From an optimization exercise on the open Yosys and OpenROAD flow, aimed at small area, a short achievable clock period and few clock cycles; shortcuts taken in it are not production practice. At most, simulation tests tie the RTL to the original design; equivalence was not proved.

==> v37 <==
==> flow/design.v <==
`timescale 1ns / 1ps
module full_reciprocal(
input logic clk,
input logic rst,  
input logic start,
output logic ready,
input logic [15:0] input0,
output logic [23:0] output0  
);
localparam int FL = 16;           
localparam int XW = FL - 1;       
localparam int KMAX = 1 << (20 - FL);
logic          busy;   
logic          first;  
logic [15:0]   x;      
logic [XW:0]   p;      
logic [19:0]   q;      
logic [19:0]   res;    
assign output0 = {4'b0, res};
logic          ta_e;    
logic [3:0]    ta_q;    
logic [5:0]    rowa;
logic [16:8]  ta_ge;   
assign rowa = input0[15:10];
always_comb begin
	ta_ge[8] = rowa <= 6'd63;
	ta_ge[9] = rowa <= 6'd55;
	ta_ge[10] = rowa <= 6'd50;
	ta_ge[11] = rowa <= 6'd45;
	ta_ge[12] = rowa <= 6'd41;
	ta_ge[13] = rowa <= 6'd38;
	ta_ge[14] = rowa <= 6'd35;
	ta_ge[15] = rowa <= 6'd33;
	ta_ge[16] = 1'b0;
	ta_q = '0;
	for (int k = 8; k <= 15; k++)
		if (ta_ge[k] & ~ta_ge[k+1]) ta_q = ta_q | 4'(k);
end
assign ta_e = (rowa >= 6'd32) & ~((rowa == 6'd32) | (rowa == 6'd34) | (rowa == 6'd36) | (rowa == 6'd39) | (rowa == 6'd42) | (rowa == 6'd46) | (rowa == 6'd51) | (rowa == 6'd56));
logic fast;
assign fast = |x[15:FL-1];
logic [KMAX+1:8] t;    
always_comb begin
	for (int k = 8; k <= KMAX; k++) t[k] = ({4'b0, x} <= 20'(524288 / k));
	t[KMAX+1] = 1'b0;
end
logic [19:0] fq;
always_comb begin
	fq = '0;
	for (int k = 8; k <= KMAX; k++)
		if (t[k] & ~t[k+1]) fq = fq | 20'(k);
end
logic [XW-1:0] xs;     
logic [XW-1:0] msk;    
logic [XW-1:0] msb;    
assign xs = x[XW-1:0];
always_comb begin
	msk[XW-1] = xs[XW-1];
	for (int i = XW-2; i >= 0; i--) msk[i] = msk[i+1] | xs[i];
	msb = xs & ~(msk >> 1);
end
logic [XW-1:0] r1;
assign r1 = (-xs) & msk;
logic [XW+1:0] diff;
logic          qb;
logic [XW-1:0] r;
assign diff = {1'b0, p} - {2'b0, xs};
assign qb   = ~diff[XW+1];
assign r    = qb ? diff[XW-1:0] : p[XW-1:0];
logic        pow2;
logic [19:0] xrev;
always_ff @(posedge clk) pow2 <= (xs & (xs - 1'b1)) == '0;
always_comb begin
	xrev = '0;
	for (int i = 0; i < XW; i++) xrev[19-i] = xs[i];
end
logic tdone, fdone, sdone;
assign tdone = ~busy & start & ta_e;
assign fdone = first & fast;
assign sdone = busy & ~first & q[19];
always_ff @(posedge clk) begin
	if (!busy)
		x <= input0;
	if (first) begin
		p <= {r1, 1'b0};
		q <= {{(18-XW){1'b0}}, msb, 2'b01};
	end else begin
		p <= {r, 1'b0};
		q <= {q[18:0], qb};
	end
	if (!rst) begin
		if (sdone)
			res <= pow2 ? xrev : {q[18:0], qb};
		else if (fdone)
			res <= fq;
		else if (tdone)
			res <= 20'(ta_q);
	end
	if (rst) begin
		busy  <= 1'b0;
		first <= 1'b0;
		ready <= 1'b0;
	end else begin
		busy  <= busy ? ~(fdone | sdone) : start & ~ta_e;
		first <= ~busy & start & ~ta_e;
		ready <= fdone | sdone | tdone;
	end
end
endmodule
==> flow/flow/run.sh <==
#!/bin/bash
set -euo pipefail
MARGIN=$(cat flow/margin.txt)
bash standard.sh SETUP_SLACK_MARGIN=$MARGIN finish > standard_flow.log 2>&1
==> flow/flow/margin.txt <==
5.5
==> flow/standard.sh <==
#!/bin/bash
# synth_recipe.tcl (not shown) runs the flow's synth.tcl, then flattens the netlist and writes it again
# the make line also repeats each setting of config.mk as NAME=value (left out here)
make -C /OpenROAD-flow-scripts/flow DESIGN_CONFIG=/design/flow/config.mk WORK_HOME=/design/flow/orfs CLKGATE_MAP_FILE= SYNTH_SCRIPT=/design/flow/synth_recipe.tcl "${@:-finish}"
==> flow/config.mk <==
export PLATFORM = sky130hd
export DESIGN_NAME = full_reciprocal
export DESIGN_NICKNAME = full_reciprocal
export VERILOG_FILES = /design/flow/design.v
export SDC_FILE = /design/flow/constraint.sdc
export NUM_CORES = 4
export LEC_CHECK = 0
export CAP_MARGIN = 20
export CORE_MARGIN = 2
export CORE_UTILIZATION = 40
export SLEW_MARGIN = 20
==> flow/constraint.sdc <==
create_clock -name core_clock -period 8.0 [get_ports {clk}]
set_input_delay 1.6000 -clock core_clock [delete_from_list [all_inputs] [get_ports {clk}]]
set_output_delay 1.6000 -clock core_clock [all_outputs]
set_load 0.01 [all_outputs]
==> v33: changes against v37 <==
==> flow/design.v (replaced) <==
`timescale 1ns / 1ps
module full_reciprocal(
input logic clk,
input logic rst,  
input logic start,
output logic ready,
input logic [15:0] input0,
output logic [23:0] output0  
);
localparam int FL = 16;           
localparam int XW = FL - 1;       
localparam int KMAX = 1 << (20 - FL);
logic          busy;
logic [XW-1:0] x;      
logic [XW:0]   p;      
logic [19:0]   q;      
logic [19:0]   res;    
assign output0 = {4'b0, res};
logic fast;
assign fast = |input0[15:FL-1];
logic [KMAX+1:8] t;    
always_comb begin
	for (int k = 8; k <= KMAX; k++) t[k] = ({4'b0, input0} <= 20'(524288 / k));
	t[KMAX+1] = 1'b0;
end
logic [19:0] fq;
always_comb begin
	fq = '0;
	for (int k = 8; k <= KMAX; k++)
		if (t[k] & ~t[k+1]) fq = fq | 20'(k);
end
logic [XW:0] p0;
always_comb begin
	logic any;
	any = 1'b0;
	for (int i = XW; i >= 1; i--) begin
		p0[i] = input0[i-1] & ~any;
		any = any | input0[i-1];
	end
	p0[0] = ~any;
end
logic [XW+1:0] diff;
logic          qb;
logic [XW-1:0] r;
assign diff = {1'b0, p} - {2'b0, x};
assign qb   = ~diff[XW+1];
assign r    = qb ? diff[XW-1:0] : p[XW-1:0];
logic        pow2;
logic [19:0] xrev;
always_ff @(posedge clk) pow2 <= (x & (x - 1'b1)) == '0;
always_comb begin
	xrev = '0;
	for (int i = 0; i < XW; i++) xrev[19-i] = x[i];
end
logic done;
assign done = busy & q[19];
always_ff @(posedge clk) begin
	if (!busy) begin
		x <= input0[XW-1:0];
		p <= p0;
		q <= {{(19-XW){1'b0}}, p0};
	end else begin
		p <= {r, 1'b0};
		q <= {q[18:0], qb};
	end
	if (!rst) begin
		if (done)
			res <= pow2 ? xrev : {q[18:0], qb};
		else if (!busy && start && fast)
			res <= fq;
	end
	if (rst) begin
		busy  <= 1'b0;
		ready <= 1'b0;
	end else begin
		busy  <= busy ? ~q[19] : start & ~fast;
		ready <= done | (~busy & start & fast);
	end
end
endmodule
==> flow/run.sh (new file) <==
#!/bin/bash
# synth_recipe.tcl (not shown) runs the flow's synth.tcl, then flattens the netlist and writes it again
# the make line also repeats each setting of config.mk as NAME=value (left out here)
make -C /OpenROAD-flow-scripts/flow DESIGN_CONFIG=/design/flow/config.mk WORK_HOME=/design/flow/orfs CLKGATE_MAP_FILE= SYNTH_SCRIPT=/design/flow/synth_recipe.tcl finish
ABC_AREA = 1   (was not set)
SETUP_SLACK_MARGIN = 5   (was not set)
removed: flow/flow/run.sh
removed: flow/flow/margin.txt
removed: flow/standard.sh
==> v7: changes against v37 <==
==> flow/design.v (replaced) <==
`timescale 1ns / 1ps
module full_reciprocal(
input logic clk,
input logic rst,  
input logic start,
output logic ready,
input logic [15:0] input0,
output logic [23:0] output0  
);
localparam int FL = 16;           
localparam int XW = FL - 1;       
localparam int KMAX = 1 << (20 - FL);
logic          busy;
logic [XW-1:0] x;      
logic [XW:0]   p;      
logic [19:0]   q;      
logic [19:0]   res;    
assign output0 = {4'b0, res};
logic fast;
assign fast = |input0[15:FL-1];
logic [KMAX+1:8] t;    
always_comb begin
	for (int k = 8; k <= KMAX; k++) t[k] = ({4'b0, input0} <= 20'(524288 / k));
	t[KMAX+1] = 1'b0;
end
logic [19:0] fq;
always_comb begin
	fq = '0;
	for (int k = 8; k <= KMAX; k++)
		if (t[k] & ~t[k+1]) fq = fq | 20'(k);
end
logic [33:16] t2;      
always_comb begin
	for (int k = 16; k <= 32; k++) t2[k] = ({5'b0, x} <= 20'(524288 / k));
	t2[33] = 1'b0;
end
logic [19:0] fq2;
always_comb begin
	fq2 = '0;
	for (int k = 16; k <= 32; k++)
		if (t2[k] & ~t2[k+1]) fq2 = fq2 | 20'(k);
end
logic [XW:0] p0;
always_comb begin
	logic any;
	any = 1'b0;
	for (int i = XW; i >= 1; i--) begin
		p0[i] = input0[i-1] & ~any;
		any = any | input0[i-1];
	end
	p0[0] = ~any;
end
logic [XW+1:0] diff;
logic          qb;
logic [XW-1:0] r;
assign diff = {1'b0, p} - {2'b0, x};
assign qb   = ~diff[XW+1];
assign r    = qb ? diff[XW-1:0] : p[XW-1:0];
logic        pow2;
logic [19:0] xrev;
always_ff @(posedge clk) pow2 <= (x & (x - 1'b1)) == '0;
always_comb begin
	xrev = '0;
	for (int i = 0; i < XW; i++) xrev[19-i] = x[i];
end
logic done, done2;
assign done  = busy & q[19];
assign done2 = busy & x[XW-1];
always_ff @(posedge clk) begin
	if (!busy) begin
		x <= input0[XW-1:0];
		p <= p0;
		q <= {{(19-XW){1'b0}}, p0};
	end else begin
		p <= {r, 1'b0};
		q <= {q[18:0], qb};
	end
	if (!rst) begin
		if (done2)
			res <= fq2;
		else if (done)
			res <= pow2 ? xrev : {q[18:0], qb};
		else if (!busy && start && fast)
			res <= fq;
	end
	if (rst) begin
		busy  <= 1'b0;
		ready <= 1'b0;
	end else begin
		busy  <= busy ? ~(done | done2) : start & ~fast;
		ready <= done | done2 | (~busy & start & fast);
	end
end
endmodule
==> flow/run.sh (new file) <==
#!/bin/bash
# synth_recipe.tcl (not shown) runs the flow's synth.tcl, then flattens the netlist and writes it again
# the make line also repeats each setting of config.mk as NAME=value (left out here)
make -C /OpenROAD-flow-scripts/flow DESIGN_CONFIG=/design/flow/config.mk WORK_HOME=/design/flow/orfs CLKGATE_MAP_FILE= SYNTH_SCRIPT=/design/flow/synth_recipe.tcl finish
CORE_UTILIZATION = 50   (was 40)
CTS_BUF_LIST = sky130_fd_sc_hd__clkbuf_8   (was not set)
SETUP_SLACK_MARGIN = 5   (was not set)
removed: flow/flow/run.sh
removed: flow/flow/margin.txt
removed: flow/standard.sh
==> v12: changes against v37 <==
==> flow/design.v (replaced) <==
`timescale 1ns / 1ps
module full_reciprocal(
input logic clk,
input logic rst,  
input logic start,
output logic ready,
input logic [15:0] input0,
output logic [23:0] output0  
);
localparam int FL = 16;           
localparam int XW = FL - 1;       
localparam int KMAX = 1 << (20 - FL);
logic          busy;
logic [XW-1:0] x;      
logic [XW:0]   p;      
logic [19:0]   q;      
logic [19:0]   res;    
assign output0 = {4'b0, res};
logic fast;
assign fast = |input0[15:FL-1];
logic [KMAX+1:8] t;    
always_comb begin
	for (int k = 8; k <= KMAX; k++) t[k] = ({4'b0, input0} <= 20'(524288 / k));
	t[KMAX+1] = 1'b0;
end
logic [19:0] fq;
always_comb begin
	fq = '0;
	for (int k = 8; k <= KMAX; k++)
		if (t[k] & ~t[k+1]) fq = fq | 20'(k);
end
logic [XW:0] p0;
always_comb begin
	logic any;
	any = 1'b0;
	for (int i = XW; i >= 1; i--) begin
		p0[i] = input0[i-1] & ~any;
		any = any | input0[i-1];
	end
	p0[0] = ~any;
end
logic [XW+1:0] diff;
logic          qb;
logic [XW-1:0] r;
assign diff = {1'b0, p} - {2'b0, x};
assign qb   = ~diff[XW+1];
assign r    = qb ? diff[XW-1:0] : p[XW-1:0];
logic        pow2;
logic [19:0] xrev;
always_ff @(posedge clk) pow2 <= (x & (x - 1'b1)) == '0;
always_comb begin
	xrev = '0;
	for (int i = 0; i < XW; i++) xrev[19-i] = x[i];
end
logic done;
assign done = busy & q[19];
always_ff @(posedge clk) begin
	if (!busy) begin
		x <= input0[XW-1:0];
		p <= p0;
		q <= {{(19-XW){1'b0}}, p0};
	end else begin
		p <= {r, 1'b0};
		q <= {q[18:0], qb};
	end
	if (!rst) begin
		if (done)
			res <= pow2 ? xrev : {q[18:0], qb};
		else if (!busy && start && fast)
			res <= fq;
	end
	if (rst) begin
		busy  <= 1'b0;
		ready <= 1'b0;
	end else begin
		busy  <= busy ? ~q[19] : start & ~fast;
		ready <= done | (~busy & start & fast);
	end
end
endmodule
==> flow/flow/margin.txt (replaced) <==
5.2
==> flow_metrics.py <==
metrics = {
    "sta": {
        "finalWorstSetupSlack_ns": 5.17,
        "max_freq_mhz": 354,
        "worst_pin_slew_ns": 0.957,
    },
    "status": {
        "outcome": "timing/DRC/antenna clean",
    },
    "placed_design": {
        "dpl_cell_area_sq_mm": 0.00505,
        "hpwl_mm": 8.24,
    },
    "synthesis": {
        "synth_adder_area_share": 0.0529,
        "synth-seq-area-share": 0.402,
        "syn_inst": 507,
    },
    "final_layout": {
        "fin_cells": 729,
    },
    "floorplanning": {
        "coreArea_sq_mm": 0.0114,
    },
    "drt": {
        "wl_met1_mm": 5.84,
    },
}
-- figures above: v37

==> flow_metrics.py <==
metrics = {
    "status": {
        "outcome": "timing/DRC/antenna clean",
    },
    "synthesis": {
        "synth_adder_area_share": 0.0463,
        "synth-seq-area-share": 0.373,
        "syn_inst": 582,
    },
    "sta": {
        "max_freq_mhz": 334,
        "finalWorstSetupSlack_ns": 5.01,
    },
    "floorplanning": {
        "coreArea_sq_mm": 0.00964,
    },
    "drt": {
        "wl_met1_mm": 6.42,
    },
    "final_layout": {
        "fin_cells": 752,
    },
    "placed_design": {
        "dpl_cell_area_sq_mm": 0.00532,
        "hpwl_mm": 11.0,
    },
}
-- figures above: v7

==> flow_metrics.py <==
metrics = {
    "sta": {
        "finalWorstSetupSlack_ns": 5.16,
        "max_freq_mhz": 352,
    },
    "placed_design": {
        "dpl_cell_area_sq_mm": 0.00465,
        "hpwl_mm": 7.79,
    },
    "final_layout": {
        "fin_cells": 626,
    },
    "synthesis": {
        "synth-seq-area-share": 0.439,
        "synth_adder_area_share": 0.0594,
    },
    "drt": {
        "wl_met1_mm": 4.92,
    },
    "status": {
        "outcome": "timing/DRC/antenna clean",
    },
}
-- figures above: v12

==> flow_metrics.py <==
metrics = {
    "status": {
        "outcome": "timing/DRC/antenna clean",
    },
    "drt": {
        "wl_met1_mm": 5.44,
    },
    "sta": {
        "max_freq_mhz": 344,
        "finalWorstSetupSlack_ns": 5.09,
    },
    "placed_design": {
        "dpl_cell_area_sq_mm": 0.00508,
        "hpwl_mm": 9.81,
    },
    "final_layout": {
        "fin_cells": 833,
    },
    "floorplanning": {
        "coreArea_sq_mm": 0.0113,
    },
    "synthesis": {
        "syn_inst": 649,
    },
}
-- figures above: v33

Testbench counts of v33, summed over its fixed seeds: cycles 4,975.
Testbench counts of v7, summed over its fixed seeds: cycles 3,763.
Testbench counts of v12, summed over its fixed seeds: cycles 4,975.
Only the layout flow was run in v37; the RTL was not checked for function there.

re-timing with driven ports:
How much do the figures lean on ideal ports? The routed layouts below were timed once more, with nothing changed but the port constraints.
Step 1 (the two cells are an assumption about what drives the block):
set clk [get_ports {clk}]
set_driving_cell -lib_cell sky130_fd_sc_hd__clkbuf_16 $clk
set_driving_cell -lib_cell sky130_fd_sc_hd__buf_2 [delete_from_list [all_inputs] $clk]
Step 2, shift: input delay + t, output delay - t, t = (earliest + latest rising clock arrival at the registers) / 2. This alone moves slack from input paths to output paths.
a / b / c = no drivers / after step 1 / after step 2; a / b = the first two.
run | t (ns) | slack for setup (ns) | worst hold slack (ns) | worst slew at a driven data input, ns | cell pins on the clock port's net
v37 | 0.375 | 5.173 / 5.164 / 4.789 | 0.457 / 0.457 / 0.457 | 0.06 | 1
v33 | 0.370 | 5.094 / 5.107 / 4.736 | 0.432 / 0.432 / 0.432 | 0.04 | 1
v7 | 0.388 | 5.005 / 5.008 / 4.621 | 0.454 / 0.454 / 0.454 | 0.06 | 1
v12 | 0.392 | 5.158 / 5.146 / 4.754 | 0.458 / 0.458 / 0.458 | 0.06 | 1
After both steps every run listed still meets setup and hold. For v12, which loses most, drivers alone change the setup slack by -0.012 ns; drivers and shift together by -0.404 ns.
